Context: an optimization exercise on an open-source flow, tuned for small area and a short achievable clock period. The choices shown serve that exercise and are no tape-out recipe.
Only simulation tests tie the RTL to the original design; equivalence was not proved.
Power is estimated from default activity; no workload was simulated.

job 101:
## AHB_Mul
module AHB_Mul(
    input HCLK,
    input HRESETn,
    input [31:0]M_AHB_0_haddr,
    input [2:0]M_AHB_0_hburst,
    input M_AHB_0_hmastlock,
    input [3:0]M_AHB_0_hprot,
    output reg [31:0]M_AHB_0_hrdata,
    output M_AHB_0_hready,
    output M_AHB_0_hresp,
    input [2:0]M_AHB_0_hsize,
    input [1:0]M_AHB_0_htrans,
    input [31:0]M_AHB_0_hwdata,
    input M_AHB_0_hwrite,
    output[3:0] led
    );
    assign M_AHB_0_hready = 1'b1;
    assign M_AHB_0_hresp = 1'b0;
    reg [31:0] mem_A, mem_B, mem_C, mem_D, mem_E, mem_F, mem_G, mem_H;
    reg [31:0] p_s, p_c;      
    reg [2:0] p_t;        
    reg [6:0] p_3;        
    reg        w_act;         
    reg [3:0]  addr_q;        
    assign led[3:0] = mem_A[3:0];
    always @(posedge HCLK) begin
        w_act  <= HRESETn & M_AHB_0_htrans[1] & M_AHB_0_hwrite;
        addr_q <= M_AHB_0_haddr[5:2];
    end
    wire [31:0] wd = M_AHB_0_hwdata;
    wire mul_we = w_act & ~addr_q[3];
    wire p_we   = w_act & (addr_q == 4'h8);
    wire [31:0] wdr = wd & {32{HRESETn}};
    wire [7:0] ld;
    genvar i;
    generate for (i = 0; i < 8; i = i + 1) begin : g_ld
        assign ld[i] = ~HRESETn | (w_act & (addr_q == i));
    end endgenerate
    always @(posedge HCLK) begin
        if (ld[0]) mem_A <= wdr;
        if (ld[1]) mem_B <= wdr;
        if (ld[2]) mem_C <= wdr;
        if (ld[3]) mem_D <= wdr;
        if (ld[4]) mem_E <= wdr;
        if (ld[5]) mem_F <= wdr;
        if (ld[6]) mem_G <= wdr;
        if (ld[7]) mem_H <= wdr;
    end
    reg p_one;
    wire p_en = w_act & (~addr_q[3] | p_we);
    always @(posedge HCLK)
        p_one <= ~HRESETn | (p_one & ~p_en);
    wire [31:0] p = (p_one | p_we) ? 32'h1 : p_s + p_c + {^p_t, p_3, 24'h0};
    wire [31:0] ms, mc;
    wire [2:0] mt;
    wire [6:0] m3;
  ...
Size: about 2600 cells after synthesis, roughly 120 I/O pins.
Settings: LEC_CHECK=0, ABC_AREA=1, CAP_MARGIN=20, CORE_MARGIN=2, CORE_UTILIZATION=40, PLACE_DENSITY=0.6, SETUP_SLACK_MARGIN=4.5, SLEW_MARGIN=20, TNS_END_PERCENT=0; clock period 10.0 ns.
standard.sh (not shown) runs the stock make flow with config.mk's settings and CLKGATE_MAP_FILE= SYNTH_SCRIPT=/design/flow/synth_recipe.tcl, a recipe that flattens the netlist after the stock synthesis.
==> flow/flow/run.sh <==
#!/bin/bash
# Own layout flow: the standard synthesis and layout, with two changes:
#  - after synthesis, fixfa.py removes the inverters that Yosys's full-adder
#    extraction leaves between adder cells (each adder may be swapped for its
#    complemented form, fa(~a,~b,~c) = ~fa(a,b,c));
#  - the port buffers are buf_4 cells instead of the slow delay buffers that
#    buffer_ports picks by default.
# Each tool's full output goes to a log file of its own in this folder.
set -euo pipefail
R=orfs/results/sky130hd/AHB_Mul/base
bash standard.sh synth > synth.log 2>&1
cp $R/1_2_yosys.v yosys_orig.v
python3 flow/fixfa.py yosys_orig.v $R/1_2_yosys.v > fixfa.log 2>&1
rm -f $R/1_synth.odb $R/1_synth.sdc
bash standard.sh BUFFER_PORTS_ARGS="-buffer_cell sky130_fd_sc_hd__buf_4" finish > finish.log 2>&1
Other scripts of this flow, unchanged in this note and not shown: flow/flow/fixfa.py
## Diff of input files: job 102 against job 101
# job 101
export LEC_CHECK = 0
export ABC_AREA = 1
export CAP_MARGIN = 20
export CORE_MARGIN = 2
export CORE_UTILIZATION = 40
export PLACE_DENSITY = 0.6
export SETUP_SLACK_MARGIN = 4.5
export SLEW_MARGIN = 20
export TNS_END_PERCENT = 0
create_clock -name core_clock -period 10.0 [get_ports {HCLK}]
# job 102
export LEC_CHECK = 0
export CAP_MARGIN = 20
export CORE_MARGIN = 2
export CORE_UTILIZATION = 40
export PLACE_DENSITY = 0.6
export SETUP_SLACK_MARGIN = 4.5
export SLEW_MARGIN = 20
create_clock -name core_clock -period 10.0 [get_ports {HCLK}]
==> results.txt <==
Wire length: job 102 vs job 101 up 26000 um. Fraction of power spent switching nets: lower on job 101. Job 101 has a higher largest fanout on the critical path than job 102. Worst setup slack, job 101 and job 102, higher one = job 101. Comparing job 101 and job 102, synthesized netlist cell count is higher on job 102. Width of the die (lower): job 101.

-- separate check: timing with driven ports --
The flow's constraints put no driver on any port. The routed layouts listed below were extracted and timed again, unchanged, in two steps.
Step 1 sets driving cells, clkbuf_16 on the clock port and buf_2 on the other inputs (assumed; they add their load-dependent delay and slew).
Step 2 moves the port delays by t, midway between the first and last clock arrival at a register: inputs arrive t later, outputs are due t later. That takes back most of the time a late clock gives input paths.
a / b / c = no drivers / after step 1 / after step 2; a / b = the first two.
run	shift t [ns]	setup slack, ns	worst setup path at the end	worst data-port slew with drivers (ns)	pins driven straight from the clock port
job 101	0.633	4.480 / 4.457 / 3.878	input to register	0.07	1
job 102	0.643	2.790 / 2.780 / 2.410	input to register	0.12	1
After both steps setup and hold are still met in every run listed. The setup slack of job 101, which loses most, moves by -0.023 ns with the drivers and by -0.602 ns with both steps.
